Background: an optimization exercise with open tools, aiming at small area, a short achievable clock period and few clock cycles. Do not read the settings as production practice.
Only simulation tests tie the RTL to the original design; equivalence was not proved.
Power is estimated from default activity; no workload was simulated.

## v50
==> flow/design.v (excerpt) <==
module Controller_module (
    input working_clock,
    input reset_machine,
    input controller_change_mode,
    input key_valid,
    input [3:0]key_code,
    output key_ack,
    output reg out_valid,
    output reg out_device,
    output reg [7:0]out_char,
    output editing,
    output halted
    );
Settings: LEC_CHECK=0, ABC_AREA=1, ABC_CLOCK_PERIOD_IN_PS=3000, CAP_MARGIN=20, CORE_MARGIN=2, CORE_UTILIZATION=40, CTS_BUF_LIST=sky130_fd_sc_hd__clkbuf_8, CTS_CLUSTER_SIZE=20, SETUP_SLACK_MARGIN=2.0, SLEW_MARGIN=20; clock period 6.0 ns.
run.sh (not shown) runs the stock make flow with config.mk's settings and CLKGATE_MAP_FILE= SYNTH_SCRIPT=/design/flow/synth_recipe.tcl, a recipe that flattens the netlist after the stock synthesis.
v50 did not stop at any stage, and its layout met the timing, DRC and antenna checks.
Testbench counts of v50, summed over its fixed seeds: cycles 24,079.
## Diff of input files: v22 against v50
- SETUP_SLACK_MARGIN changed from 2.0 to 1.0
## What came out
- v22 finished every step from synthesis to the final layout, and the layout passed the timing, DRC and antenna checks.
- v22 can be clocked slower than v50.
- v22 ended with less design area than v50.
- Wire length for v22: 5.3% down relative to v50
- Taking v50 as the reference, in v22 combinational fraction of design power fell 9.0 points, area overhead of the layout relative to synthesis fell by 6.8 points, core utilization lost 2.7 points.
--- input diff v22..v2 ---
- SETUP_SLACK_MARGIN changed from 1.0 to 1.6
- Sort v2 and v22 by cell count, ascending, and v22 comes first.
- Origin of the worst setup path = oh[2]: v22; origin of the worst setup path = oh[0]: v2
- Run comparison: v2 capturing element of the worst setup path u_sel[3]; v22 capturing element of the worst setup path u_cneg[3]
- From v22 to v2 the numbers moved as follows: worst setup slack went up 310 ps; instance count along the most critical hold path went up 1; timing-limited maximum frequency went up about 7%; relative area change from synthesis to final layout went up 4.0 points.
- Compared with v22, in v2 met1 wire length moved up, number of nets at the end of the flow increased by 1.8% relative to the old numbers, clock network power share decreased 2.0 points.
Inputs modified between v2 and v48:
- a change of SETUP_SLACK_MARGIN from 1.6 to 1.3
==> comparison <==
- Required time of the worst setup path on v48 is down relative to v2.
- Synthesized cell area essentially unchanged between v2 and v48.
- v48 vs v2 on power per standard cell area: v48 is the lower one.
- v2 and v48 ended up with roughly the same clock transition at the register clock pins on the worst setup and hold paths after CTS.
- Sort v48 and v2 by non-clock buffer instance count of the final layout desc -> top: v2
- Global routing met3 resource utilization: v2 vs v48 — no meaningful difference
- Result: PASS for each of v48 and v2
- v2 -> v48: well-tap cell count delta 0, exact match

---

Another version of the RTL of Controller_module (not shown whole).
Size: ~6,700 cells after synthesis, about 1,300 flip-flops, ~21 I/O pins, ~63,000 um2 of cells after synthesis.
export LEC_CHECK = 0
export ABC_AREA = 1
export ABC_CLOCK_PERIOD_IN_PS = 3000
export CAP_MARGIN = 20
export CORE_MARGIN = 2
export CORE_UTILIZATION = 40
export CTS_BUF_LIST = sky130_fd_sc_hd__clkbuf_8
export CTS_CLUSTER_SIZE = 20
export SETUP_SLACK_MARGIN = 1.0
export SLEW_MARGIN = 20
create_clock -name core_clock -period 6.0 [get_ports {working_clock}]
Testbench counts at the start, summed over its fixed seeds: cycles 24,921.
==> next run, changes <==
- CTS_BUF_LIST: sky130_fd_sc_hd__clkbuf_8 -> not set
- CTS_CLUSTER_SIZE: 20 -> not set
Outcome:
- The changed run finished with timing, DRC and antenna clean
- power went up by 4.2%
- cell area rises by 0.65%
- synthesized area is unchanged
- global-route usage stays flat
- synthesized cell count is unchanged
- worst setup slack degrades by 0.061 ns
- cell count shrinks by 1.6%
- worst hold slack is about the same
- count of clock-buffer cells in the layout fell by 55

---

Controller_module, a different RTL version from the one above (not shown whole).
Size: roughly 6,700 cells after synthesis, about 1,300 flip-flops, roughly 21 I/O pins, ~0.062 mm² of cells after synthesis.
clock: 6.0 ns
lec_check: 0
abc_area: 1
abc_clock_period_in_ps: 3000
cap_margin: 20
core_margin: 2
core_utilization: 40
cts_buf_list: sky130_fd_sc_hd__clkbuf_8
cts_cluster_size: 20
setup_slack_margin: 1.3
slew_margin: 20
The baseline produced a clean layout.
Testbench counts at the start, summed over its fixed seeds: cycles 24,921.
==> next run, changes <==
SETUP_SLACK_MARGIN = 1.6   (was 1.3)
The changed run passed the timing, DRC and antenna checks.
Count of clock-buffer cells in the layout went down by 1.
Critical path depth went down by 3.
Die area stays the same.
Core utilization went up by 0.39 points.
Worst hold slack barely changes.
Routed wire length went up by 1.3%.
Design area went up by 0.85%.
Power went up by 3.3%.
Maximum frequency went up by 1.2%.
==> next run, changes <==
SETUP_SLACK_MARGIN = 1.8   (was 1.6)
Effect:
- cell area increases by 1.6%
- register-to-register slack degrades by 0.02 ns
- final cell count increases by 0.61%
- routed wire length increases by 1.6%
- hold slack barely changes

[what the ideal ports hide]
How much do the figures lean on ideal ports? The routed layouts below were timed once more, with nothing changed but the port constraints. Step 1: set_driving_cell puts a clkbuf_16 on working_clock and a buf_2 on each other input, an assumption about the parent block. Step 2 moves the port delays by t, midway between the first and last clock arrival at a register: inputs arrive t later, outputs are due t later. That takes back most of the time a late clock gives input paths. Slacks: no drivers / after step 1 / after step 2; pairs: no drivers / after step 1.
run | t (ns) | setup slack, ns | hold slack, ns | slew at the worst register clock pin (ns) | worst data-port slew with drivers (ns)
v50 | 1.010 | 1.585 / 1.585 / 0.990 | 0.452 / 0.452 / 0.452 | 0.07 / 0.07 | 0.19
v22 | 1.007 | 1.212 / 1.212 / 0.825 | 0.468 / 0.468 / 0.468 | 0.07 / 0.07 | 0.20
v2 | 1.004 | 1.519 / 1.519 / 0.953 | 0.472 / 0.472 / 0.472 | 0.07 / 0.07 | 0.17
v48 | 1.000 | 1.396 / 1.396 / 0.874 | 0.470 / 0.470 / 0.470 | 0.07 / 0.07 | 0.17
the first run of note 2 | 0.969 | 1.186 / 1.131 / 0.443 | 0.472 / 0.472 / 0.472 | 0.07 / 0.07 | 0.04
the second run of note 2 | 0.840 | 1.126 / 1.045 / 0.531 | 0.471 / 0.471 / 0.471 | 0.07 / 0.07 | 0.04
the first run of note 3 | 0.980 | 1.416 / 1.416 / 0.728 | 0.450 / 0.450 / 0.450 | 0.07 / 0.07 | 0.14
the second run of note 3 | 0.996 | 1.469 / 1.469 / 0.905 | 0.453 / 0.453 / 0.453 | 0.07 / 0.07 | 0.08
the third run of note 3 | 1.000 | 1.454 / 1.454 / 1.066 | 0.452 / 0.452 / 0.452 | 0.07 / 0.07 | 0.07
After both steps every run listed still meets setup and hold. The setup slack of the first run of note 2, which loses most, moves by -0.055 ns with the drivers and by -0.743 ns with both steps.
